This design comes from an exercise in tuning for small area on the open sky130 flow, not from production work. RTL that was checked went through simulation tests only; none was proved equivalent to the original. The RTL of run 1 was laid out without a check of its function. No activity file was given, so power comes from the tool's default toggle rates.

<file path="flow/constraint.sdc">
create_clock -name core_clock -period 6.0 [get_ports {clk}]
set_input_delay 1.2000 -clock core_clock [delete_from_list [all_inputs] [get_ports {clk}]]
set_output_delay 1.2000 -clock core_clock [all_outputs]
set_load 0.01 [all_outputs]
</file>
<file path="flow/standard.sh">
#!/bin/bash
# synth_recipe.tcl (not shown) runs the flow's synth.tcl, then flattens the netlist and writes it again
# the make line also repeats each setting of config.mk as NAME=value (left out here)
make -C /OpenROAD-flow-scripts/flow DESIGN_CONFIG=/design/flow/config.mk WORK_HOME=/design/flow/orfs CLKGATE_MAP_FILE= SYNTH_SCRIPT=/design/flow/synth_recipe.tcl "${@:-finish}"
</file>
<file path="flow/config.mk">
export PLATFORM = sky130hd
export DESIGN_NAME = datapath_proc
export DESIGN_NICKNAME = datapath_proc
export VERILOG_FILES = /design/flow/design.v
export SDC_FILE = /design/flow/constraint.sdc
export NUM_CORES = 4
export LEC_CHECK = 0
export CAP_MARGIN = 5
export CORE_MARGIN = 2
export CORE_UTILIZATION = 65
export PLACE_DENSITY = 0.75
export SLEW_MARGIN = 5
</file>
<file path="flow/design.v">
module datapath_proc (clk, resetn, imem_addr, imem_data, dmem_addr, dmem_re, dmem_rdata,
                      wb_en, wb_addr, wb_data);
    input clk, resetn;
    output [15:0] imem_addr;
    input [15:0] imem_data;
    output [15:0] dmem_addr;
    output dmem_re;
    input [15:0] dmem_rdata;
    output wb_en;
    output [2:0] wb_addr;
    output [15:0] wb_data;
    reg [15:0] pc;
    reg [15:0] ir_id;
    always @(posedge clk)
        ir_id <= imem_data & {16{resetn}};
    wire [3:0] op = ir_id[15:12];
    wire [1:0] cz = ir_id[1:0];
    wire c_add = (op == 4'b0000);
    wire c_adi = (op == 4'b0001);
    wire c_nd  = (op == 4'b0010);
    wire c_lhi = (op == 4'b0011);
    wire c_lw  = (op == 4'b0100);
    wire z_rd, c_rd;             
    wire we_id = (c_add | c_nd) ? ((cz == 2'b00) | ((cz == 2'b01) & z_rd) | ((cz == 2'b10) & c_rd))
                                : (c_adi | c_lw | c_lhi);
    reg [11:0] f_rd;
    reg [1:0]  k_rd;
    reg        lw_rd, we_rd;
    always @(posedge clk) begin
        f_rd <= ir_id[11:0];
        k_rd <= (c_adi | c_lw) ? 2'd1 : c_nd ? 2'd2 : c_add ? 2'd0 : 2'd3;
        lw_rd <= resetn & c_lw;
        we_rd <= resetn & we_id;
    end
    reg [15:0] rf [0:6];
    wire [2:0] ra = f_rd[11:9];
    wire [2:0] rb = f_rd[8:6];
    wire [2:0] rc = f_rd[5:3];
    wire [15:0] a = (ra == 3'd7) ? pc : rf[ra];
    wire [15:0] b = (rb == 3'd7) ? pc : rf[rb];
    wire [15:0] opb = (k_rd == 2'd1) ? {10'b0, f_rd[5:0]} : b;
    wire [16:0] sum = a + opb;
    wire [15:0] alu = (k_rd == 2'd2) ? ~(a & b) : sum[15:0];
    wire        kconst = (k_rd == 2'd3);
    assign z_rd = kconst | (alu == 16'h0000);
    assign c_rd = (k_rd[1] == 1'b0) & sum[16];
    wire [15:0] res_rd = kconst ? {f_rd[8:0], 7'b0} : alu;
    wire [2:0]  dst_rd = kconst ? ra : (k_rd == 2'd1) ? rb : rc;
    reg [15:0] res_ex, res_mem;
    reg [2:0]  dst_ex, dst_mem;
    reg        we_ex, we_mem, lw_ex, lw_mem;
    always @(posedge clk) begin
        res_ex <= res_rd;
        dst_ex <= dst_rd;
        we_ex  <= resetn & we_rd;
        lw_ex  <= resetn & lw_rd;
        res_mem <= res_ex;
        dst_mem <= dst_ex;
        we_mem  <= resetn & we_ex;
        lw_mem  <= resetn & lw_ex;
    end
    assign dmem_addr = res_mem;
    assign dmem_re = lw_mem;
    wire lw_g = lw_mem & resetn;
    wire al_g = ~lw_mem & resetn;
    wire [15:0] wd_g = ({16{lw_g}} & dmem_rdata) | ({16{al_g}} & res_mem);
    genvar gi;
    generate
        for (gi = 0; gi < 7; gi = gi + 1) begin : g_rf
            wire ld = we_mem & (dst_mem == gi);
            wire hold = resetn & ~ld;
            always @(posedge clk)
                rf[gi] <= ({16{ld}} & wd_g) | ({16{hold}} & rf[gi]);
        end
    endgenerate
    wire [15:0] pc_inc = pc + 16'd1;
    always @(posedge clk)
        if ((we_mem & (dst_mem == 3'd7)) | ~resetn) pc <= wd_g;
        else pc <= pc_inc;
    reg [15:0] wbd;
    reg [2:0]  wba;
    reg        wbe;
    always @(posedge clk) begin
        wbd <= wd_g;
        wba <= dst_mem;
        wbe <= resetn & we_mem;
    end
    assign imem_addr = pc;
    assign wb_en = wbe;
    assign wb_addr = wba;
    assign wb_data = wbd;
endmodule
</file>
<file path="flow/flow/abc_area.script">
strash
&get -n
&st
&dch
&nf -a
&put
</file>
<file path="flow/flow/run.sh">
#!/bin/bash
# Own layout flow: the standard ORFS flow (standard.sh) with area-minded settings.
#  * synthesis: the standard script, but ABC maps the logic for area (flip-flops are
#    mapped by dfflibmap before ABC, so registers keep their names and cells);
#  * port buffers are buf_1;
#  * CTS uses small clock buffers and no dummy loads.
# Each tool's output goes to a log file of its own here; ORFS's logs are under orfs/logs.
set -euo pipefail
W=$(pwd)
rm -rf "$W/scripts_area"
cp -r "$FLOW_HOME/scripts" "$W/scripts_area"
cp "$W/flow/abc_area.script" "$W/scripts_area/abc_speed.script"
export SCRIPTS_DIR="$W/scripts_area"
export SYNTH_OPERATIONS_ARGS="-noshare"
export DONT_USE_CELLS="sky130_fd_sc_hd__buf_4 sky130_fd_sc_hd__buf_6 sky130_fd_sc_hd__buf_8 sky130_fd_sc_hd__buf_12 sky130_fd_sc_hd__buf_16"
export BUFFER_PORTS_ARGS="-buffer_cell sky130_fd_sc_hd__buf_1"
export CTS_ARGS="-sink_clustering_enable -repair_clock_nets -dont_use_dummy_load -buf_list {sky130_fd_sc_hd__clkbuf_2 sky130_fd_sc_hd__clkbuf_4 sky130_fd_sc_hd__clkbuf_8} -sink_clustering_buffer sky130_fd_sc_hd__clkbuf_8 -root_buf sky130_fd_sc_hd__clkbuf_4 -sink_clustering_size 16 -sink_clustering_max_diameter 60"
bash standard.sh synth > "$W/synth.log" 2>&1
bash standard.sh > "$W/layout.log" 2>&1
</file>
==> impl_metrics.csv, run 1 <==
group,metric,value,unit
outcome,status,"timing/DRC/antenna clean",
global_routing,grt_usage,0.383,
sta,worstMarginPinSlew,1.19,ns
clocking,path_clk_slew,0.10,ns
synthesis,synth_top_family_by_area,"compound AO/OA/AOI/OAI gates",
routing,drt-wirelength-per-cell,23.8,µm
min_path,min_delay_path_depth,0,
synthesis,synth_edf_count,0,
floorplan,die_area,0.0147,mm²
synthesis,synth_mux_area_frac,0.0101,
setup_path,crit_arrival,5.96,ns
synthesis,synthFlopType,"dfxtp_1",
floorplan,io_pins,87,
sta,skew,0.0798,ns
clocking,h-tree-depth,1,
synthesis,synth.most_common_cell,"dfxtp_1",
pwr,p_int,2.00,mW
pwr,p_clk_frac,0.235,
clocking,cts_buffers,17,
clocking,cts_tree,"yes",
clocking,cts_resized,0,
routing,drc,0,
placed_design,gp_congestion,0.987,
sta,finalSetupViolCount,0,
final_layout,area_growth,11.9,%
synthesis,synth_largest_area_cell,"dfxtp_1",
floorplan,initial_core_util,0.670,
sta,rsz0062_at_grt,"no",
synthesis,ys_ff_latch,222,
placed_design,pre_cts_ws,0.757,ns
synthesis,seq_area_frac_synth,0.499,
final_layout,design_area,0.00997,mm²
sta,fin_crit_sh,0.908,
placed_design,dp.cells,1149,
setup_path,cp-start-kind,"register",
setup_path,r2r_cells,23,
floorplan,die_x,121,µm
synthesis,async_flop_share,0,
setup_path,crit_type,"reg2reg",
setup_path,path_max_fanout,16,
sta,layout_setup_ws,0.553,ns
routing,dr.pass1.iters,7,
pwr,pwr-share-comb,0.181,
final_layout,finalNetCount,1057,
floorplan,num_rows,42,
min_path,min_delay_worst_endpoint,"res_mem[8]",
routing,routed_wl,27.8,mm
synthesis,syn_avg_cell_area,10.5,µm²
synthesis,synth_area,0.00891,mm²
setup_path,rr_startpoint,"f_rd[11]",
clocking,clk_path_buf_depth,3,
synthesis,synth_compound_area_frac,0.284,
floorplan,die_h,121,µm
final_layout,layout.cells.non_filler,1167,
pwr,power.leakage,3.81,nW
clocking,cts_sinks,222,
pwr,p_sw_frac,0.301,
synthesis,yosysWarnings,2,
synthesis,yosysUniqueCellTypes,37,
synthesis,postSynthCellCount,851,
global_routing,grt_max_degree,34,
setup_path,end_kind,"register",
sta,drv_slew,0,
global_routing,grt_pass1_vias,7808,
pwr,p_sw,0.861,mW
global_routing,antenna_found_initial,0,
synthesis,synth_nets,916,
placed_design,placed_cell_area,0.00975,mm²
sta,max_slew_margin,0.207,
clocking,root_buffer,"clkbuf_4",
sta,hold_viol,0,
synthesis,synth.top_cell.area_share,0.499,
setup_path,reg2reg_slack,0.55,ns
sta,min_period,5.45,ns
routing,ant_nets,0,
min_path,hold_start,"res_ex[8]",
final_layout,drive_gt1_frac,0.0596,
sta,clock.fmax,184,MHz
placed_design,numPortBuffers,86,
routing,drt-vias-per-instance,6.97,
clocking,clock_latency,0.65,ns
global_routing,overflow,0,
setup_path,worstReg2RegEnd,"we_rd",
min_path,min_path_type,"reg2reg",
synthesis,yosys.area_share.simple,0.135,
placed_design,place_hpwl,19.5,mm
routing,drtIter0Drc,1281,
synthesis,synth_adder_area_share,0.0503,
synthesis,synth_area_leaders,"dfxtp_1 (50%), a22o_1 (13%), a22oi_1 (6.6%)",
clocking,cts_hold_buf,0,
job,drv_cap,0,
sta,tns,0,ns
pwr,peakVddDrop,0.000258,V
pwr,p_per_area,287,mW/mm²
clocking,postCtsSetupBuffers,0,
floorplan,core,0.0133,mm²
routing,vias,8134,
global_routing,grt_first_pass_wirelength,43.2,mm
synthesis,synth_xor_area_frac,0.0108,
synthesis,synth_commonest_cells,"dfxtp_1 (222), a22o_1 (128), a22oi_1 (78)",
pwr,p_seq_frac,0.585,
setup_path,required,6.52,ns
state kept, by name (all words and copies together) (netlist names), 3 cells and up:
signal,count
ir_id,16
rf,112
res_ex,16
res_mem,16
wba,3
dst_mem,3
pc,16
dst_ex,3
f_rd,12
wbd,16
metrics by stage:
step | hold slack, ns | utilization | power [mW]
6_report | 0.335 | 0.750 | 2.86
5_1_grt | 0.343 | 0.750 | 2.97
4_1_cts | 0.334 | 0.750 | 2.86
3_5_place_dp | 0.312 | 0.734 | 2.21
3_3_place_gp | 0.310 | 0.734 | 2.18
2_1_floorplan | 0.310 | - | 1.99
power by group through the flow:
| stage | combinational (mW) | clock (mW) | sequential (mW) |
|---|---|---|---|
| final | 0.517 | 0.672 | 1.67 |
| after global routing | 0.560 | 0.728 | 1.68 |
| after CTS | 0.507 | 0.678 | 1.67 |
| after detailed placement | 0.505 | 0 | 1.70 |
| after global placement | 0.489 | 0 | 1.69 |
| after floorplan | 0.274 | 0 | 1.71 |
kinds of logic after synthesis:
logic type / count (synthesis)
xor+xnor: 11
compound gates: 324
fa+ha+maj: 31
buf+inv: 28
mux: 8
flops: 222
simple gates: 227
placed cells by master (no fill, tap or decap), drive strengths merged, types with 3 or more instances in the layout:
master and instances:
dfxtp 222, a22o 128, buf 122, a22oi 78
nand2 69, o21ai 45, nor2 42, clkinv 28
and2 25, nand4 25, ha 23, a222oi 19
clkbuf 17, o31ai 16, and4 13, a2bb2oi 12
nor2b 9, nand2b 9, xnor2 8, and3 8
mux2 8, fa 8, o21a 7, a21o 7
a21oi 6, and3b 6, nor3b 6, or2 4
xor2 3, or3 3, nor3 3
worst max-delay path, stage by stage, from the launching register on:
cell and delay [ns]:
dfxtp_1 0.50, and3b_1 0.47, a22oi_1 0.28, nand4_1 0.11
a22oi_1 0.23, clkinv_1 0.10, ha_1 0.23, fa_1 0.47
a21o_1 0.18, a21oi_1 0.25, o21ai_0 0.23, a21o_1 0.22
a21oi_1 0.38, o21a_1 0.26, nor2_1 0.06, nor2_1 0.14
fa_1 0.21, xor2_1 0.15, nand2_1 0.07, o31ai_1 0.11
nand4_1 0.15, nor4_1 0.22, o21ai_0 0.10, a31oi_1 0.16
cell type report:
cell class,instances,area [µm²]
flip-flops and latches,222,4440
multi-input cells,601,4390
fillers,946,3320
repair buffers,122,593
well taps,176,220
clock buffers,17,215
inverters,28,105
diodes,1,2.50
layer usage:
layer / GRT usage / vias to the layer above / wire, µm
li1: - / 3595 / -
met1: 0.525 / 3835 / 11000
met2: 0.588 / 598 / 12400
met3: 0.0573 / 106 / 2990
met4: 0.196 / 0 / 1470
met5: 0 / - / 0
how the worst max path moves through the flow:
stage | start | to | slack [ns] | depth (start not counted)
floorplan | f_rd[6] | we_rd | 0.86 | 23
global placement | f_rd[11] | we_rd | 0.90 | 23
detailed placement | f_rd[11] | we_rd | 0.76 | 23
CTS | f_rd[11] | we_rd | 0.62 | 23
global route | f_rd[10] | we_rd | 0.18 | 23
finish | f_rd[11] | we_rd | 0.55 | 23
==> run 2, diff against run 1 <==
--- a/flow/design.v
+++ b/flow/design.v
@@ -37,13 +37,20 @@
     wire [2:0] rb = f_rd[8:6];
     wire [2:0] rc = f_rd[5:3];
-    wire [15:0] a = (ra == 3'd7) ? pc : rf[ra];
-    wire [15:0] b = (rb == 3'd7) ? pc : rf[rb];
-    wire [15:0] opb = (k_rd == 2'd1) ? {10'b0, f_rd[5:0]} : b;
-    wire [16:0] sum = a + opb;
-    wire [15:0] alu = (k_rd == 2'd2) ? ~(a & b) : sum[15:0];
-    wire        kconst = (k_rd == 2'd3);
+    wire kconst = (k_rd == 2'd3);
+    wire kimm   = (k_rd == 2'd1);
+    wire knand  = (k_rd == 2'd2);
+    wire [7:0] sa = kconst ? 8'b0 : (8'b1 << ra);
+    wire [7:0] sb = (kconst | kimm) ? 8'b0 : (8'b1 << rb);
+    wire [15:0] a = ({16{sa[0]}} & rf[0]) | ({16{sa[1]}} & rf[1]) | ({16{sa[2]}} & rf[2]) | ({16{sa[3]}} & rf[3])
+                  | ({16{sa[4]}} & rf[4]) | ({16{sa[5]}} & rf[5]) | ({16{sa[6]}} & rf[6]) | ({16{sa[7]}} & pc);
+    wire [15:0] imx = ({16{kimm}} & {10'b0, f_rd[5:0]}) | ({16{kconst}} & {f_rd[8:0], 7'b0});
+    wire [15:0] b = ({16{sb[0]}} & rf[0]) | ({16{sb[1]}} & rf[1]) | ({16{sb[2]}} & rf[2]) | ({16{sb[3]}} & rf[3])
+                  | ({16{sb[4]}} & rf[4]) | ({16{sb[5]}} & rf[5]) | ({16{sb[6]}} & rf[6]) | ({16{sb[7]}} & pc)
+                  | imx;
+    wire [16:0] sum = a + b;
+    wire [15:0] alu = knand ? ~(a & b) : sum[15:0];
     assign z_rd = kconst | (alu == 16'h0000);
-    assign c_rd = (k_rd[1] == 1'b0) & sum[16];
-    wire [15:0] res_rd = kconst ? {f_rd[8:0], 7'b0} : alu;
+    assign c_rd = ~knand & sum[16];
+    wire [15:0] res_rd = alu;
     wire [2:0]  dst_rd = kconst ? ra : (k_rd == 2'd1) ? rb : rc;
     reg [15:0] res_ex, res_mem;
--- a/flow/flow/run.sh
+++ b/flow/flow/run.sh
@@ -13,5 +13,4 @@
 export SCRIPTS_DIR="$W/scripts_area"
 export SYNTH_OPERATIONS_ARGS="-noshare"
-export DONT_USE_CELLS="sky130_fd_sc_hd__buf_4 sky130_fd_sc_hd__buf_6 sky130_fd_sc_hd__buf_8 sky130_fd_sc_hd__buf_12 sky130_fd_sc_hd__buf_16"
 export BUFFER_PORTS_ARGS="-buffer_cell sky130_fd_sc_hd__buf_1"
 export CTS_ARGS="-sink_clustering_enable -repair_clock_nets -dont_use_dummy_load -buf_list {sky130_fd_sc_hd__clkbuf_2 sky130_fd_sc_hd__clkbuf_4 sky130_fd_sc_hd__clkbuf_8} -sink_clustering_buffer sky130_fd_sc_hd__clkbuf_8 -root_buf sky130_fd_sc_hd__clkbuf_4 -sink_clustering_size 16 -sink_clustering_max_diameter 60"
==> run 2 against run 1 <==
Effect of this change:
- non-clock buffer count is 6 lower
- largest power group unchanged
- routed wire length is 2.8% higher
- sequential power is 4% lower
- clock skew is 0.030 ns lower
- clock power is 3.4% higher
- highest routed layer unchanged
- cell count is 9.7% lower
- critical path type unchanged
==> impl_metrics.csv, run 2 <==
group,metric,value,unit
global_routing,grt_usage,0.400,
final_layout,fillerInstances,921,
setup_path,critical-path-top-delay-family,"compound AO/OA/AOI/OAI gates",
placed_design,pre_cts_ws,0.317,ns
synthesis,yosysUniqueCellTypes,35,
clocking,cts_buffers,18,
final_layout,layout_common_cells,"dfxtp_1 (221), a22o_1 (131), buf_1 (86)",
sta,tns,0,ns
final_layout,utilization,0.753,
min_path,min_delay_path_depth,0,
synthesis,seq_area_frac_synth,0.524,
synthesis,synth_nets,814,
routing,dr.pass1.iters,9,
synthesis,synth.top_cell.area_share,0.524,
setup_path,r2r_cells,22,
setup_path,end_kind,"register",
synthesis,async_flop_share,0,
sta,hold_viol,0,
global_routing,grt.met3_usage,0.108,
min_path,min_path_type,"reg2reg",
setup_path,reg2reg_slack,0.41,ns
clocking,cts_sinks,222,
global_routing,grt_first_pass_wirelength,43.3,mm
final_layout,largest_reg_flops,112,
synthesis,synth_largest_area_cell,"dfxtp_1",
final_layout,finalNetCount,950,
sta,drv_slew,0,
routing,ant_nets,0,
sta,layout_setup_ws,0.407,ns
synthesis,syn_avg_cell_area,11.3,µm²
sta,finalSetupViolCount,0,
setup_path,rr_startpoint,"k_rd[0]",
final_layout,final_common_cell,"dfxtp_1",
global_routing,overflow,0,
synthesis,synth_area,0.00849,mm²
floorplan,die_h,118,µm
clocking,cts_tree,"yes",
clocking,cts_hold_buf,0,
pwr,p_per_area,268,mW/mm²
clocking,clk_path_buf_depth,3,
setup_path,cp_num_buf_inv,4,
sta,rsz0062_at_grt,"no",
setup_path,crit_type,"reg2reg",
final_layout,design_area,0.00955,mm²
setup_path,path_cells,"and2_1, buf_4, nor4_2, buf_4, a222oi_1, clkinv_1, a221oi_1, nand2_1, fa_1, a211o_1, a41oi_1, o21ai_0, clkinv_1, o21ai_0, a31o_1, fa_1, xnor2_1, mux2i_1, nor4_2, nand4_1, a31o_1, a31oi_1",
final_layout,seq_area,0.00445,mm²
clocking,path_clk_slew,0.09,ns
clocking,root_buffer,"clkbuf_4",
final_layout,drive_gt1_frac,0.0737,
floorplan,die_area,0.0140,mm²
final_layout,area_growth,12.5,%
setup_path,required,6.53,ns
min_path,hold_start,"ir_id[6]",
sta,skew,0.0497,ns
routing,vias,7747,
setup_path,max_stage_delay,0.45,ns
clocking,clock_latency,0.65,ns
setup_path,worstReg2RegEnd,"we_rd",
min_path,min_delay_worst_endpoint,"f_rd[6]",
synthesis,synth_edf_count,0,
sta,fin_crit_sh,0.932,
synthesis,ys_ff_latch,222,
pwr,power.leakage,3.84,nW
setup_path,path_max_fanout,15,
routing,drt-vias-per-instance,7.35,
global_routing,antenna_found_initial,0,
placed_design,place_hpwl,18.7,mm
sta,worstMarginPinSlew,1.33,ns
global_routing,grt_pass1_vias,7631,
placed_design,placed_cell_area,0.00931,mm²
final_layout,multi_input_area,0.00405,mm²
setup_path,cp_slowest_cell,"fa_1",
final_layout,top_register,"rf",
final_layout,layout.cells.non_filler,1054,
synthesis,yosysWarnings,2,
routing,drtIter0Drc,1608,
job,drv_cap,0,
setup_path,crit_arrival,6.12,ns
outcome,status,"timing/DRC/antenna clean",
placed_design,gp_congestion,0.977,
synthesis,synth_commonest_cells,"dfxtp_1 (222), a22o_1 (131), nand2_1 (68)",
routing,drc,0,
global_routing,use_met1,0.523,
floorplan,die_x,118,µm
global_routing,grt.busiest_layer,"met2",
sta,max_slew_margin,0.116,
routing,routed_wl,28.6,mm
final_layout,diodes,0,
floorplan,io_pins,87,
synthesis,synthFlopType,"dfxtp_1",
floorplan,initial_core_util,0.670,
sta,min_period,5.59,ns
routing,drt-wirelength-per-cell,27.1,µm
floorplan,core,0.0127,mm²
clocking,h-tree-depth,1,
setup_path,cp-start-kind,"register",
global_routing,grt_max_degree,34,
synthesis,postSynthCellCount,748,
sta,clock.fmax,179,MHz
placed_design,dp.cells,1036,
placed_design,numPortBuffers,86,
floorplan,num_rows,41,
synthesis,synth.most_common_cell,"dfxtp_1",
global_routing,use_met2,0.604,
pwr,peakVddDrop,0.000202,V
synthesis,synth_area_leaders,"dfxtp_1 (52%), a22o_1 (14%), a222oi_1 (7.3%)",
## run 2: cell count changes in the layout (fill, tap and decap cells not counted), moves of 10 or more
cell / change
a2bb2oi_1: -12
and4_1: -13
o21ai_0: -31
and2_0: +10
mux2i_1: +16
o31ai_1: -16
a22oi_1: -64
nor2_1: -32
clkinv_1: -13
a222oi_1: +43
nand4_1: -20
## run 2: worst max path at each step
stage | cells past startpoint | to | startpoint | slack, ns
finish | 22 | we_rd | k_rd[0] | 0.41
global route | 22 | we_rd | k_rd[0] | 0.07
CTS | 22 | we_rd | k_rd[0] | 0.26
detailed placement | 22 | we_rd | k_rd[0] | 0.32
global placement | 22 | we_rd | k_rd[0] | 0.52
floorplan | 21 | we_rd | k_rd[0] | 0.57
## run 2: repair_timing
| action | in CTS | in global routing |
|---|---|---|
| endpoints found under the setup margin | 0 | 1 |
| buffers inserted | 0 | 0 |
| resized for setup | 0 | 3 |
## run 2: layer usage
| metal | vias up | routed length, µm |
|---|---|---|
| met2 | 725 | 12300 |
| met5 | - | 0 |
| met3 | 173 | 4180 |
| met4 | 0 | 1770 |
| met1 | 3592 | 10300 |
| li1 | 3257 | - |
## run 2: cell type report
cell class | instances | share of cell area
Sequential cell | 222 | 0.466
Clock buffer | 18 | 0.0240
Inverter | 15 | 0.00590
Multi-Input combinational cell | 511 | 0.424
Tap cell | 172 | 0.0225
Timing Repair Buffer | 116 | 0.0574
## run 2: through the flow
step / hold WS (ns) / power (mW)
4_1_cts: 0.319 / 2.55
2_1_floorplan: 0.310 / 1.75
3_3_place_gp: 0.311 / 1.87
3_5_place_dp: 0.312 / 1.89
5_1_grt: 0.313 / 2.63
6_report: 0.312 / 2.56
## run 2: power breakdown
group	internal, mW	total [mW]	switching [mW]	leakage, nW
Combinational	0.0861	0.267	0.180	1.90
Sequential	1.54	1.60	0.0563	1.81
Clock	0.245	0.695	0.449	0.122
Total	1.87	2.56	0.686	3.84
## run 2: kinds of logic (layout without fill, tap and decap cells)
group / after synthesis / count (layout) / share of synthesized area
compound gates: 253 / 253 / 0.260
fa+ha+maj: 32 / 32 / 0.0542
buf+inv: 15 / 149 / 0.00663
mux: 24 / 24 / 0.0295
simple gates: 188 / 188 / 0.111
xor+xnor: 14 / 14 / 0.0144
flops: 222 / 222 / 0.524
==> run 3, diff against run 2 <==
--- a/flow/flow/run.sh
+++ b/flow/flow/run.sh
@@ -11,4 +11,8 @@
 cp -r "$FLOW_HOME/scripts" "$W/scripts_area"
 cp "$W/flow/abc_area.script" "$W/scripts_area/abc_speed.script"
+# placement and routing repairs may not use the larger buffers
+for f in cts floorplan global_place global_route repair_timing_post_place resize; do
+  sed -i 's/set_dont_use \$::env(DONT_USE_CELLS)/set_dont_use "$::env(DONT_USE_CELLS) sky130_fd_sc_hd__buf_2 sky130_fd_sc_hd__buf_4 sky130_fd_sc_hd__buf_6 sky130_fd_sc_hd__buf_8 sky130_fd_sc_hd__buf_12 sky130_fd_sc_hd__buf_16"/' "$W/scripts_area/$f.tcl"
+done
 export SCRIPTS_DIR="$W/scripts_area"
 export SYNTH_OPERATIONS_ARGS="-noshare"
--- a/flow/config.mk
+++ b/flow/config.mk
@@ -6,7 +6,7 @@
 export NUM_CORES = 4
 export LEC_CHECK = 0
-export CAP_MARGIN = 5
+export CAP_MARGIN = 0
 export CORE_MARGIN = 2
 export CORE_UTILIZATION = 65
 export PLACE_DENSITY = 0.75
-export SLEW_MARGIN = 5
+export SLEW_MARGIN = 0
==> run 3 against run 2 <==
Effect of this change:
- combinational power fell by 3%
- count of clock-buffer cells in the layout fell by 1
- via count rose by 0.50%
- power fell by 1.1%
- largest power group unchanged
- hold slack improved by 0.017 ns
==> impl_metrics.csv, run 3 <==
group,metric,value,unit
sta,fin_crit_sh,0.958,
global_routing,use_met1,0.543,
final_layout,finalNetCount,956,
placed_design,numPortBuffers,86,
global_routing,grt.met3_usage,0.0931,
pwr,p_per_area,268,mW/mm²
pwr,p_total,2.53,mW
synthesis,async_flop_share,0,
setup_path,required,6.55,ns
placed_design,place_hpwl,19.5,mm
clocking,cts_resized,0,
synthesis,synth.top_cell.area_share,0.524,
placed_design,placed_cell_area,0.00923,mm²
final_layout,top_register,"rf",
sta,rsz0062_at_grt,"no",
floorplan,num_rows,41,
final_layout,layout_common_cells,"dfxtp_1 (221), a22o_1 (131), buf_1 (123)",
sta,layout_setup_ws,0.253,ns
synthesis,synth_area_leaders,"dfxtp_1 (52%), a22o_1 (14%), a222oi_1 (7.3%)",
clocking,cts_hold_buf,0,
routing,drc,0,
final_layout,layout.cells.non_filler,1061,
clocking,path_clk_slew,0.10,ns
final_layout,drive_gt1_frac,0.0394,
final_layout,largest_reg_flops,112,
routing,ant_nets,0,
final_layout,area_growth,11.4,%
setup_path,r2r_cells,21,
global_routing,grt_first_pass_wirelength,43.1,mm
synthesis,synth_nets,814,
synthesis,synth_edf_count,0,
floorplan,die_area,0.0140,mm²
clocking,cts_sinks,222,
routing,drt-wirelength-per-cell,26.6,µm
clocking,clk_path_buf_depth,3,
placed_design,dp.cells,1043,
sta,skew,0.0421,ns
setup_path,crit_arrival,6.30,ns
synthesis,yosysWarnings,2,
clocking,cts_buffers,17,
synthesis,postSynthCellCount,748,
global_routing,grt_usage,0.399,
global_routing,grt_pass1_vias,7431,
final_layout,multi_input_area,0.00406,mm²
synthesis,syn_avg_cell_area,11.3,µm²
job,drv_cap,0,
sta,max_slew_margin,0.0651,
synthesis,synth_area,0.00849,mm²
outcome,status,"timing/DRC/antenna clean",
clocking,cts_tree,"yes",
routing,drtIter0Drc,1738,
clocking,clock_latency,0.64,ns
routing,routed_wl,28.2,mm
placed_design,gp_congestion,0.995,
clocking,postCtsSetupBuffers,0,
routing,dr.pass1.iters,10,
setup_path,cp-start-kind,"register",
final_layout,final_common_cell,"dfxtp_1",
sta,holdWs,0.329,ns
sta,hold_viol,0,
sta,worstMarginPinSlew,1.40,ns
final_layout,seq_area,0.00445,mm²
synthesis,synth.most_common_cell,"dfxtp_1",
setup_path,end_kind,"register",
sta,finalSetupViolCount,0,
synthesis,seq_area_frac_synth,0.524,
global_routing,grt.busiest_layer,"met2",
min_path,min_path_type,"reg2reg",
clocking,h-tree-depth,1,
global_routing,overflow,0,
floorplan,initial_core_util,0.670,
final_layout,fillerInstances,910,
global_routing,antenna_found_initial,0,
global_routing,grt_max_degree,22,
synthesis,yosysUniqueCellTypes,35,
min_path,min_delay_path_depth,0,
sta,min_period,5.75,ns
synthesis,synth_commonest_cells,"dfxtp_1 (222), a22o_1 (131), nand2_1 (68)",
synthesis,synth_largest_area_cell,"dfxtp_1",
sta,clock.fmax,174,MHz
global_routing,use_met2,0.595,
synthesis,ys_ff_latch,222,
final_layout,utilization,0.746,
sta,drv_slew,0,
setup_path,path_max_fanout,12,
floorplan,die_x,118,µm
floorplan,io_pins,87,
pwr,power.leakage,3.72,nW
sta,tns,0,ns
routing,drt-vias-per-instance,7.34,
final_layout,design_area,0.00945,mm²
floorplan,die_h,118,µm
pwr,peakVddDrop,0.000221,V
routing,vias,7786,
clocking,root_buffer,"clkbuf_4",
placed_design,pre_cts_ws,0.351,ns
setup_path,crit_type,"reg2reg",
synthesis,synthFlopType,"dfxtp_1",
floorplan,core,0.0127,mm²
==> run 3: cell counts after synthesis <==
No cell type changed its count.
==> run 3: path summary, 6_finish.rpt <==
| path | start | endpoint | slack, ns |
|---|---|---|---|
| hold reg to reg | ir_id[9] | f_rd[9] | 0.33 |
| setup / recovery | k_rd[0] | we_rd | 0.25 |
| setup reg to reg | k_rd[0] | we_rd | 0.25 |
| hold / removal | ir_id[9] | f_rd[9] | 0.33 |
==> run 3: kinds of logic after synthesis <==
family	Yosys count	synth area share
DFF	222	0.524
AOI/OAI and AO/OA	253	0.260
adders and majority gates	32	0.0542
muxes	24	0.0295
xor gates and xnor gates	14	0.0144
buffers and inverters	15	0.00663
and+or+nand+nor	188	0.111
==> run 3: cell type report <==
class | instances | share of cell area
multi-input combinational | 511 | 0.429
clock buffer | 17 | 0.0228
sequential | 222 | 0.470
tap | 172 | 0.0228
timing repair buffer | 123 | 0.0488
antenna | 1 | 0.000265
inverter | 15 | 0.00596
==> run 3: critical path, cell delays in order (launching register included) <==
cell,delay [ns]
dfxtp_2,0.44
and2_0,0.31
nor3_1,0.15
a222oi_1,0.39
clkinv_1,0.11
a221oi_1,0.28
nand2_1,0.10
ha_1,0.23
fa_1,0.48
a211o_1,0.34
a41oi_1,0.38
o21ai_0,0.25
clkinv_1,0.07
o21ai_0,0.15
a31o_1,0.28
fa_1,0.43
xnor2_1,0.16
mux2i_1,0.11
nor4_1,0.38
nand4_1,0.22
a31o_1,0.29
a31oi_1,0.11
==> run 3: report_power, final <==
group          leakage [nW]  internal (mW)  switching [mW]
combinational          1.79         0.0800           0.178
sequential             1.81           1.54          0.0602
clock                 0.114          0.231           0.440
total                  3.72           1.85           0.677
==> run 3: per-layer routing <==
metal  part of all wire  up-vias
met3               0.15      147
met5                  0        -
met2               0.43      698
met4              0.058        0
li1                   -     3270
met1               0.37     3671
==> run 4, diff against run 3 <==
--- a/flow/design.v
+++ b/flow/design.v
@@ -12,6 +12,9 @@
     reg [15:0] pc;
     reg [15:0] ir_id;
-    always @(posedge clk)
-        ir_id <= imem_data & {16{resetn}};
+    reg rs_id;
+    always @(posedge clk) begin
+        ir_id <= imem_data;
+        rs_id <= ~resetn;
+    end
     wire [3:0] op = ir_id[15:12];
     wire [1:0] cz = ir_id[1:0];
@@ -22,13 +25,14 @@
     wire c_lw  = (op == 4'b0100);
     wire z_rd, c_rd;             
-    wire we_id = (c_add | c_nd) ? ((cz == 2'b00) | ((cz == 2'b01) & z_rd) | ((cz == 2'b10) & c_rd))
-                                : (c_adi | c_lw | c_lhi);
+    wire we_id = rs_id | ((c_add | c_nd) ? ((cz == 2'b00) | ((cz == 2'b01) & z_rd) | ((cz == 2'b10) & c_rd))
+                                         : (c_adi | c_lw | c_lhi));
     reg [11:0] f_rd;
     reg [1:0]  k_rd;
-    reg        lw_rd, we_rd;
+    reg        z0_rd, lw_rd, we_rd;
     always @(posedge clk) begin
         f_rd <= ir_id[11:0];
-        k_rd <= (c_adi | c_lw) ? 2'd1 : c_nd ? 2'd2 : c_add ? 2'd0 : 2'd3;
-        lw_rd <= resetn & c_lw;
+        k_rd <= rs_id ? 2'd3 : (c_adi | c_lw) ? 2'd1 : c_nd ? 2'd2 : c_add ? 2'd0 : 2'd3;
+        z0_rd <= rs_id;
+        lw_rd <= resetn & ~rs_id & c_lw;
         we_rd <= resetn & we_id;
     end
@@ -44,5 +48,5 @@
     wire [15:0] a = ({16{sa[0]}} & rf[0]) | ({16{sa[1]}} & rf[1]) | ({16{sa[2]}} & rf[2]) | ({16{sa[3]}} & rf[3])
                   | ({16{sa[4]}} & rf[4]) | ({16{sa[5]}} & rf[5]) | ({16{sa[6]}} & rf[6]) | ({16{sa[7]}} & pc);
-    wire [15:0] imx = ({16{kimm}} & {10'b0, f_rd[5:0]}) | ({16{kconst}} & {f_rd[8:0], 7'b0});
+    wire [15:0] imx = ({16{kimm}} & {10'b0, f_rd[5:0]}) | ({16{kconst & ~z0_rd}} & {f_rd[8:0], 7'b0});
     wire [15:0] b = ({16{sb[0]}} & rf[0]) | ({16{sb[1]}} & rf[1]) | ({16{sb[2]}} & rf[2]) | ({16{sb[3]}} & rf[3])
                   | ({16{sb[4]}} & rf[4]) | ({16{sb[5]}} & rf[5]) | ({16{sb[6]}} & rf[6]) | ({16{sb[7]}} & pc)
@@ -53,5 +57,5 @@
     assign c_rd = ~knand & sum[16];
     wire [15:0] res_rd = alu;
-    wire [2:0]  dst_rd = kconst ? ra : (k_rd == 2'd1) ? rb : rc;
+    wire [2:0]  dst_rd = z0_rd ? 3'd0 : kconst ? ra : (k_rd == 2'd1) ? rb : rc;
     reg [15:0] res_ex, res_mem;
     reg [2:0]  dst_ex, dst_mem;
==> run 4 against run 3 <==
Effect of this change:
- still clean on timing, DRC and antenna
- setup slack better by 0.30 ns
- synthesized cell count down 0.27%
- sequential power about the same
- combinational power down 35%
- power down 3.8%
- sequential share of layout area up 0.62 points
- utilization about the same
- critical path type unchanged
- critical endpoint unchanged
- largest cell class unchanged
==> impl_metrics.csv, run 4 <==
group,metric,value,unit
setup_path,worstReg2RegEnd,"we_rd",
floorplan,die_h,118,µm
sta,max_slew_margin,0.151,
synthesis,postSynthCellCount,746,
clocking,clock_latency,0.62,ns
synthesis,async_flop_share,0,
sta,fin_crit_sh,0.907,
synthesis,synth_commonest_cells,"dfxtp_1 (224), a22o_1 (134), nand2_1 (76)",
synthesis,synthFlopType,"dfxtp_1",
setup_path,crit_type,"reg2reg",
global_routing,antenna_found_initial,0,
global_routing,grt_pass1_vias,7563,
floorplan,io_pins,87,
global_routing,overflow,0,
placed_design,place_hpwl,19.5,mm
clocking,cts_sinks,224,
clocking,path_clk_slew,0.11,ns
final_layout,area_growth,11.6,%
setup_path,r2r_cells,21,
setup_path,cp-start-kind,"register",
min_path,min_path_type,"reg2reg",
global_routing,grt_first_pass_wirelength,43.7,mm
synthesis,synth_area_leaders,"dfxtp_1 (53%), a22o_1 (14%), a222oi_1 (7.0%)",
synthesis,syn_avg_cell_area,11.3,µm²
clocking,h-tree-depth,1,
global_routing,grt_max_degree,18,
synthesis,synth_edf_count,0,
sta,clock.fmax,184,MHz
synthesis,yosysWarnings,2,
sta,finalSetupViolCount,0,
synthesis,synth_largest_area_cell,"dfxtp_1",
routing,ant_nets,0,
routing,routed_wl,28.4,mm
outcome,status,"timing/DRC/antenna clean",
setup_path,rr_startpoint,"k_rd[0]",
routing,drtIter0Drc,1539,
floorplan,die_x,118,µm
routing,drc,0,
setup_path,crit_arrival,6.00,ns
global_routing,grt_usage,0.404,
final_layout,seq_area,0.00449,mm²
floorplan,core,0.0126,mm²
synthesis,synth.top_cell.area_share,0.532,
final_layout,largest_reg_flops,112,
pwr,power.leakage,3.69,nW
pwr,p_per_area,259,mW/mm²
setup_path,end_kind,"register",
final_layout,final_common_cell,"dfxtp_1",
final_layout,fillerInstances,902,
routing,drt-wirelength-per-cell,26.8,µm
synthesis,synth_nets,812,
setup_path,path_max_fanout,12,
floorplan,num_rows,41,
routing,dr.pass1.iters,10,
clocking,root_buffer,"clkbuf_4",
sta,skew,0.0564,ns
clocking,cts_buffers,18,
placed_design,gp_congestion,1.04,
job,drv_cap,0,
clocking,clk_path_buf_depth,3,
sta,rsz0062_at_grt,"no",
clocking,cts_tree,"yes",
final_layout,top_register,"rf",
setup_path,crit_start,"k_rd[0]",
synthesis,seq_area_frac_synth,0.532,
floorplan,die_area,0.0139,mm²
clocking,cts_hold_buf,0,
synthesis,yosysUniqueCellTypes,37,
sta,hold_viol,0,
min_path,min_delay_worst_endpoint,"dst_mem[1]",
setup_path,reg2reg_slack,0.56,ns
min_path,min_delay_path_depth,0,
routing,vias,7680,
final_layout,layout_common_cells,"dfxtp_1 (223), a22o_1 (134), buf_1 (123)",
synthesis,ys_ff_latch,224,
sta,tns,0,ns
pwr,peakVddDrop,0.000273,V
final_layout,multi_input_area,0.00396,mm²
sta,drv_slew,0,
final_layout,diodes,0,
min_path,hold_start,"dst_ex[1]",
sta,min_period,5.44,ns
final_layout,finalNetCount,955,
final_layout,utilization,0.746,
floorplan,initial_core_util,0.668,
setup_path,required,6.56,ns
synthesis,synth.most_common_cell,"dfxtp_1",
routing,drt-vias-per-instance,7.25,
synthesis,synth_area,0.00843,mm²
sta,worstMarginPinSlew,1.27,ns
placed_design,numPortBuffers,86,
final_layout,drive_gt1_frac,0.0417,
run 4: changes by cell type after synthesis, moves of 3 or more:
cell,previous run,this run
a21o_1,4,0
a221oi_1,8,12
a222oi_1,62,59
a22o_1,131,134
a22oi_1,14,11
and2_0,36,20
clkinv_1,15,18
nand2_1,68,76
nand3_1,11,14
nor2_1,15,29
nor2b_1,9,4
run 4: cell families (layout without fill, tap and decap cells):
logic type | Yosys count | in the layout | synth area share
muxes | 24 | 24 | 0.0297
and+or+nand+nor | 184 | 184 | 0.102
AOI/OAI and AO/OA | 250 | 250 | 0.259
buffers and inverters | 18 | 159 | 0.00801
xor gates and xnor gates | 14 | 14 | 0.0145
adders and majority gates | 32 | 32 | 0.0546
DFF | 224 | 224 | 0.532
run 4: routing by layer:
layer | GRT usage | part of all wire
met1 | 0.550 | 0.38
met5 | 0 | 0
met3 | 0.107 | 0.14
met4 | 0.186 | 0.048
met2 | 0.602 | 0.43
run 4: stage by stage:
step | cell area [µm²] | setup slack (ns) | cells | power [mW] | hold slack (ns)
floorplan | 8430 | 0.879 | 746 | 1.68 | 0.310
global placement | 9180 | 0.719 | 1041 | 1.76 | 0.310
finish | 9410 | 0.556 | 1059 | 2.44 | 0.333
CTS | 9410 | 0.415 | 1059 | 2.42 | 0.334
global route | 9410 | 0.0683 | 1059 | 2.50 | 0.340
detailed placement | 9180 | 0.439 | 1041 | 1.77 | 0.312
run 4: layout make-up:
| cell class | instances | share of cell area |
|---|---|---|
| Multi-Input combinational cell | 504 | 0.420 |
| Sequential cell | 224 | 0.476 |
| Timing Repair Buffer | 123 | 0.0490 |
| Clock buffer | 18 | 0.0243 |
| Tap cell | 172 | 0.0229 |
| Inverter | 18 | 0.00718 |
run 4: power by group:
part           switching [mW]  internal, mW
combinational           0.115        0.0524
clock                   0.447         0.245
sequential             0.0426          1.53
run 4: what timing repair did:
item	CTS	global route
gates resized for setup	0	2
buffers inserted	0	0
endpoints found under the setup margin	0	1
run 4: worst max-delay path, cell delays in order, from the launching register on:
cell	delay, ns
dfxtp_2	0.39
and2_1	0.24
nor3_1	0.54
buf_1	0.55
a22o_1	0.23
or3_1	0.13
ha_1	0.23
a211o_1	0.24
o21ai_0	0.17
o21a_1	0.27
o21ai_0	0.26
a21bo_1	0.28
nand3_1	0.09
nand2_1	0.08
fa_1	0.45
xnor2_1	0.17
mux2i_1	0.11
nor4_1	0.34
nand4_1	0.15
a31oi_1	0.21
a41oi_1	0.07
a31oi_1	0.18
run 4: how the worst max path moves through the flow:
stage               slack, ns  endpoint  cells after the start
floorplan                0.88     we_rd                     21
global placement         0.72     we_rd                     23
detailed placement       0.44     we_rd                     21
CTS                      0.41     we_rd                     21
global route             0.07     we_rd                     23
finish                   0.56     we_rd                     21
==> run 5, diff against run 4 <==
==> flow/flow/abc_area.script (replaced) <==
strash
dch
&get -n
&st
&dch -f
&nf -a -R 1000
&put
==> run 5 against run 4 <==
Effect of this change:
- first-iteration DRC count up 22%
- register-to-register slack improved by 0.02 ns
- setup slack better by 0.015 ns
- die area shrank 1.8%
- synthesized cell count decreased by 3.2%
- count of clock-buffer cells in the layout fell by 1
- sequential share of layout area grew 1.1 points
- critical path depth did not move
- critical endpoint unchanged
- largest cell class unchanged
==> impl_metrics.csv, run 5 <==
group,metric,value,unit
outcome,status,"timing/DRC/antenna clean",
clocking,postCtsSetupBuffers,0,
floorplan,die_area,0.0137,mm²
synthesis,synth_nets,788,
routing,drtIter0Drc,1884,
pwr,power.leakage,3.50,nW
sta,rsz0062_at_grt,"no",
final_layout,area_growth,11.2,%
routing,vias,7539,
sta,clock.fmax,184,MHz
routing,routed_wl,27.6,mm
global_routing,grt_max_degree,18,
placed_design,gp_congestion,1.00,
clocking,path_clk_slew,0.11,ns
floorplan,initial_core_util,0.661,
sta,fin_crit_sh,0.905,
setup_path,crit_arrival,5.96,ns
setup_path,required,6.53,ns
sta,hold_viol,0,
synthesis,seq_area_frac_synth,0.542,
placed_design,numPortBuffers,86,
synthesis,yosysWarnings,2,
final_layout,layout_common_cells,"dfxtp_1 (224), a22o_1 (136), buf_1 (114)",
min_path,min_path_type,"reg2reg",
floorplan,die_h,117,µm
synthesis,yosysUniqueCellTypes,30,
clocking,clock_latency,0.64,ns
floorplan,num_rows,41,
synthesis,async_flop_share,0,
routing,drt-wirelength-per-cell,26.8,µm
clocking,h-tree-depth,1,
final_layout,drive_gt1_frac,0.0410,
clocking,clk_path_buf_depth,3,
synthesis,synth_edf_count,0,
global_routing,antenna_found_initial,1,
clocking,cts_sinks,224,
floorplan,core,0.0125,mm²
synthesis,syn_avg_cell_area,11.5,µm²
sta,max_slew_margin,0.191,
sta,worstMarginPinSlew,1.21,ns
global_routing,grt_usage,0.401,
floorplan,io_pins,87,
synthesis,ys_ff_latch,224,
final_layout,top_register,"rf",
synthesis,synth_area_leaders,"dfxtp_1 (54%), a22o_1 (14%), a222oi_1 (7.6%)",
floorplan,die_x,117,µm
setup_path,crit_type,"reg2reg",
sta,skew,0.0528,ns
clocking,cts_tree,"yes",
synthesis,synth.most_common_cell,"dfxtp_1",
setup_path,path_max_fanout,9,
final_layout,largest_reg_flops,112,
clocking,cts_buffers,17,
clocking,cts_hold_buf,0,
global_routing,overflow,0,
sta,min_period,5.43,ns
sta,tns,0,ns
final_layout,final_common_cell,"dfxtp_1",
final_layout,utilization,0.735,
synthesis,synthFlopType,"dfxtp_1",
placed_design,place_hpwl,18.8,mm
setup_path,cp-start-kind,"register",
global_routing,grt_first_pass_wirelength,41.1,mm
clocking,cts_resized,0,
synthesis,synth_area,0.00828,mm²
synthesis,synth.top_cell.area_share,0.542,
synthesis,synth_commonest_cells,"dfxtp_1 (224), a22o_1 (136), a222oi_1 (63)",
synthesis,postSynthCellCount,722,
synthesis,synth_largest_area_cell,"dfxtp_1",
pwr,p_per_area,262,mW/mm²
routing,drc,0,
sta,drv_slew,0,
final_layout,finalNetCount,922,
routing,drt-vias-per-instance,7.34,
routing,dr.pass1.iters,12,
sta,finalSetupViolCount,0,
pwr,peakVddDrop,0.000258,V
clocking,root_buffer,"clkbuf_4",
job,drv_cap,0,
routing,ant_nets,0,
setup_path,end_kind,"register",
global_routing,grt_pass1_vias,7140,
[run 5: metrics by stage]
stage / setup WS [ns] / instances / instance area, µm² / hold slack [ns] / power, mW
after floorplan: 0.937 / 722 / 8280 / 0.310 / 1.68
final: 0.572 / 1027 / 9200 / 0.322 / 2.41
after CTS: 0.755 / 1026 / 9200 / 0.312 / 2.40
after detailed placement: 0.822 / 1009 / 8980 / 0.312 / 1.76
after global placement: 1.05 / 1009 / 8980 / 0.310 / 1.75
after global routing: 0.282 / 1026 / 9200 / 0.305 / 2.48
[run 5: path summary, 6_finish.rpt]
path | start | end | slack (ns) | depth (start not counted)
min reg2reg | res_ex[10] | res_mem[10] | 0.32 | 0
min | res_ex[10] | res_mem[10] | 0.32 | 0
max reg2reg | f_rd[8] | we_rd | 0.57 | 21
max | f_rd[8] | we_rd | 0.57 | 21
[run 5: where the power goes]
group / internal [mW] / leakage (nW) / switching [mW]
clock network: 0.232 / 0.114 / 0.447
logic: 0.0496 / 1.56 / 0.113
registers: 1.53 / 1.83 / 0.0393
total: 1.81 / 3.50 / 0.599
[run 5: layout make-up]
cell class,instances,area (µm²)
diodes,1,2.50
clock buffers,17,215
fillers,951,3310
inverters,13,48.8
multi-input cells,485,3800
flip-flops and latches,224,4480
well taps,172,215
repair buffers,115,438
[run 5: kinds of logic (layout without fill, tap and decap cells)]
logic type | count (synthesis) | in the layout | synth area share
simple gates | 159 | 159 | 0.0919
other cells | 0 | 1 | 0
compound gates | 268 | 268 | 0.274
mux | 12 | 12 | 0.0157
flops | 224 | 224 | 0.542
buf+inv | 13 | 145 | 0.00589
xor+xnor | 14 | 14 | 0.0148
fa+ha+maj | 32 | 32 | 0.0556
[run 5: per-layer routing]
metal | GRT usage | share of wire | vias to the layer above
met5 | 0 | 0 | -
met4 | 0.190 | 0.052 | 0
met3 | 0.125 | 0.15 | 156
met2 | 0.604 | 0.43 | 699
met1 | 0.528 | 0.37 | 3500
li1 | - | - | 3184
[run 5: critical path: stages, from the launching register on]
cell and delay [ns]:
dfxtp_1 0.49, nand2_1 0.17, nor2_1 0.68, a222oi_1 0.27, nand3_1 0.16, ha_1 0.22
fa_1 0.23, a211o_1 0.13, o21ai_0 0.15, o21ai_0 0.29, nand3_1 0.11, nand2_1 0.17
nand3_1 0.10, and2_0 0.19, fa_1 0.54, mux2i_1 0.08, or4_1 0.54, nor4_1 0.22
nand4_1 0.19, nand3_1 0.13, a21oi_1 0.07, nor3_1 0.21
==> run 6, diff against run 5 <==
==> flow/flow/abc_area.script (replaced) <==
strash
&get -n
&st
&dch
&nf -a
&put
--- a/flow/config.mk
+++ b/flow/config.mk
@@ -8,5 +8,5 @@
 export CAP_MARGIN = 0
 export CORE_MARGIN = 2
-export CORE_UTILIZATION = 65
-export PLACE_DENSITY = 0.75
+export CORE_UTILIZATION = 70
+export PLACE_DENSITY = 0.8
 export SLEW_MARGIN = 0
==> run 6 against run 5 <==
Effect of this change:
- still clean on timing, DRC and antenna
- utilization rose by 5.6 points
- die area fell by 5.2%
- routed wire length rose by 1.5%
- flip-flop and latch count did not move
- non-clock buffer count rose by 16
- highest routed layer unchanged
==> impl_metrics.csv, run 6 <==
group,metric,value,unit
routing,ant_nets,0,
synthesis,synth_top_family_by_area,"compound AO/OA/AOI/OAI gates",
setup_path,crit_cells,23,
global_routing,grt_pass1_vias,7560,
global_routing,overflow,0,
synthesis,synth.top_cell.area_share,0.532,
pwr,p_per_area,261,mW/mm²
synthesis,seq_area_frac_synth,0.532,
floorplan,die_x,114,µm
routing,drc,0,
final_layout,layout.cells.non_filler,1043,
global_routing,antenna_found_initial,1,
placed_design,numPortBuffers,86,
final_layout,area_growth,11.3,%
setup_path,cp-start-kind,"register",
clocking,cts_hold_buf,0,
setup_path,crit_type,"reg2reg",
sta,fin_crit_sh,0.934,
setup_path,path_max_fanout,12,
clocking,clock_latency,0.66,ns
sta,hold_viol,0,
setup_path,worstReg2RegEnd,"we_rd",
placed_design,dp.cells,1024,
setup_path,r2r_cells,23,
final_layout,finalNetCount,963,
synthesis,synth_nets,812,
synthesis,synth_compound_area_frac,0.259,
synthesis,synth.most_common_cell,"dfxtp_1",
setup_path,rr_startpoint,"k_rd[0]",
sta,worstMarginPinSlew,1.37,ns
outcome,status,"timing/DRC/antenna clean",
final_layout,top_register,"rf",
final_layout,largest_reg_flops,112,
routing,route.met2.wl,12.2,mm
setup_path,cp_slowest_cell,"dfxtp_1",
floorplan,initial_core_util,0.711,
synthesis,ys_ff_latch,224,
routing,drt-wirelength-per-cell,26.8,µm
synthesis,synthFlopType,"dfxtp_1",
sta,tns,0,ns
global_routing,grt_max_degree,18,
floorplan,num_rows,40,
setup_path,max_stage_delay,0.55,ns
floorplan,core,0.0119,mm²
final_layout,final_common_cell,"dfxtp_1",
min_path,min_path_type,"reg2reg",
clocking,postCtsSetupBuffers,0,
routing,wl_met3,4.04,mm
sta,clock.fmax,178,MHz
routing,wl_met1,10.0,mm
synthesis,synth_area,0.00843,mm²
clocking,cts_resized,0,
synthesis,synth_mux_area_frac,0.0297,
synthesis,postSynthCellCount,746,
synthesis,yosysWarnings,2,
routing,routed.top_layer,"met4",
setup_path,crit_start,"k_rd[0]",
routing,drt-vias-per-instance,7.51,
sta,finalSetupViolCount,0,
setup_path,path_cells,"nand2_1, nand2_1, nor2_1, a22o_1, a221oi_1, nand3_1, ha_1, fa_1, a211o_1, o21ai_0, o21a_1, o21ai_0, a21bo_1, nand3_1, nand2_1, fa_1, xnor2_1, mux2i_1, nor4_1, nand4_1, a31oi_1, a41oi_1, a31oi_1",
setup_path,reg2reg_slack,0.40,ns
clocking,cts_sinks,224,
sta,rsz0062_at_grt,"no",
setup_path,crit_arrival,6.20,ns
setup_path,end_kind,"register",
floorplan,die_area,0.0129,mm²
clocking,h-tree-depth,1,
setup_path,crit_top_cell,"nand2_1",
pwr,power.leakage,3.70,nW
synthesis,syn_avg_cell_area,11.3,µm²
setup_path,cp_num_buf_inv,0,
synthesis,yosys.area_share.simple,0.102,
sta,drv_slew,0,
sta,min_period,5.60,ns
routing,routed_wl,28.0,mm
routing,drtIter0Drc,1413,
global_routing,grt_usage,0.428,
placed_design,gp_congestion,1.07,
clocking,cts_buffers,18,
routing,dr.pass1.iters,13,
synthesis,synth_commonest_cells,"dfxtp_1 (224), a22o_1 (134), nand2_1 (76)",
global_routing,grt_first_pass_wirelength,42.4,mm
sta,skew,0.0606,ns
floorplan,die_h,114,µm
job,drv_cap,0,
synthesis,synth_edf_count,0,
final_layout,design_area,0.00939,mm²
sta,max_slew_margin,0.0884,
clocking,cts_tree,"yes",
floorplan,io_pins,87,
final_layout,layout_common_cells,"dfxtp_1 (224), a22o_1 (134), buf_1 (131)",
setup_path,critical-path-top-delay-family,"compound AO/OA/AOI/OAI gates",
clocking,path_clk_slew,0.11,ns
synthesis,synth_xor_area_frac,0.0145,
synthesis,synth_largest_area_cell,"dfxtp_1",
routing,vias,7838,
setup_path,crit_path_end,"we_rd",
final_layout,drive_gt1_frac,0.0346,
synthesis,async_flop_share,0,
synthesis,synth_adder_area_share,0.0546,
placed_design,placed_cell_area,0.00916,mm²
pwr,peakVddDrop,0.000261,V
placed_design,place_hpwl,19.5,mm
synthesis,synth_area_leaders,"dfxtp_1 (53%), a22o_1 (14%), a222oi_1 (7.0%)",
synthesis,yosysUniqueCellTypes,37,
clocking,clk_path_buf_depth,3,
setup_path,required,6.60,ns
clocking,root_buffer,"clkbuf_4",
-- run 6: logic make-up after synthesis --
group / count (synthesis)
AO/OA/AOI/OAI: 250
XOR/XNOR: 14
adder cells (fa/ha/maj): 32
buffers and inverters: 18
flip-flops: 224
multiplexers: 24
AND/OR/NAND/NOR: 184
-- run 6: cell type report --
| cell class | count | area [µm²] |
|---|---|---|
| well taps | 147 | 184 |
| flip-flops and latches | 224 | 4480 |
| multi-input cells | 504 | 3930 |
| inverters | 18 | 67.6 |
| diodes | 1 | 2.50 |
| fillers | 784 | 2470 |
| repair buffers | 131 | 492 |
| clock buffers | 18 | 229 |
-- run 6: worst min-delay path by stage --
| stage | startpoint | endpoint | slack (ns) | cells after the start |
|---|---|---|---|---|
| floorplan | dst_ex[0] | dst_mem[0] | 0.31 | 0 |
| global placement | res_ex[1] | res_mem[1] | 0.31 | 0 |
| detailed placement | ir_id[2] | f_rd[2] | 0.31 | 0 |
| CTS | dst_mem[2] | wba[2] | 0.32 | 0 |
| global route | dst_mem[2] | wba[2] | 0.33 | 0 |
| finish | dst_mem[2] | wba[2] | 0.32 | 0 |
-- run 6: per-layer routing --
metal | vias to the layer above | GRT usage
met4 | 0 | 0.239
met5 | - | 0
met3 | 197 | 0.0866
met1 | 3604 | 0.568
met2 | 774 | 0.660
li1 | 3263 | -
-- run 6: where the power goes --
| part | switching (mW) | total [mW] | internal [mW] |
|---|---|---|---|
| sequential | 0.0413 | 1.57 | 1.53 |
| clock | 0.461 | 0.705 | 0.245 |
| combinational | 0.115 | 0.167 | 0.0524 |
| total | 0.617 | 2.45 | 1.83 |
-- run 6: stage by stage --
stage                     hold slack (ns)  total power [mW]  utilization  setup WS, ns
final                               0.322              2.45        0.792         0.395
after detailed placement            0.312              1.77        0.772         0.463
after CTS                           0.321              2.43        0.791         0.478
after floorplan                     0.310              1.68            -         0.879
after global placement              0.310              1.76        0.772         0.715
after global routing                0.330              2.51        0.792        0.0727

-- what the ideal ports hide --
The results above use ideal ports. As a check the final layouts listed here were re-extracted and re-timed, cells and wires unchanged. Step 1 sets driving cells, clkbuf_16 on the clock port and buf_2 on the other inputs (assumed; they add their load-dependent delay and slew). Step 2 times the ports against the registers' clock, not the clock port: input delays grow and output delays shrink by t, the midpoint of the rising clock arrivals with the driver on. a / b / c = no drivers / after step 1 / after step 2; a / b = the first two.
run	t (ns)	slack for setup (ns)	hold slack, ns
run 1	0.650	0.553 / 0.553 / 0.553	0.335 / 0.335 / 0.335
run 2	0.657	0.407 / 0.407 / 0.407	0.312 / 0.312 / 0.312
run 3	0.650	0.253 / 0.253 / 0.253	0.329 / 0.329 / 0.329
run 4	0.633	0.556 / 0.556 / 0.556	0.333 / 0.333 / 0.333
run 5	0.645	0.572 / 0.572 / 0.572	0.322 / 0.322 / 0.322
run 6	0.667	0.395 / 0.395 / 0.395	0.322 / 0.322 / 0.322
After both steps setup and hold are still met in every run listed.
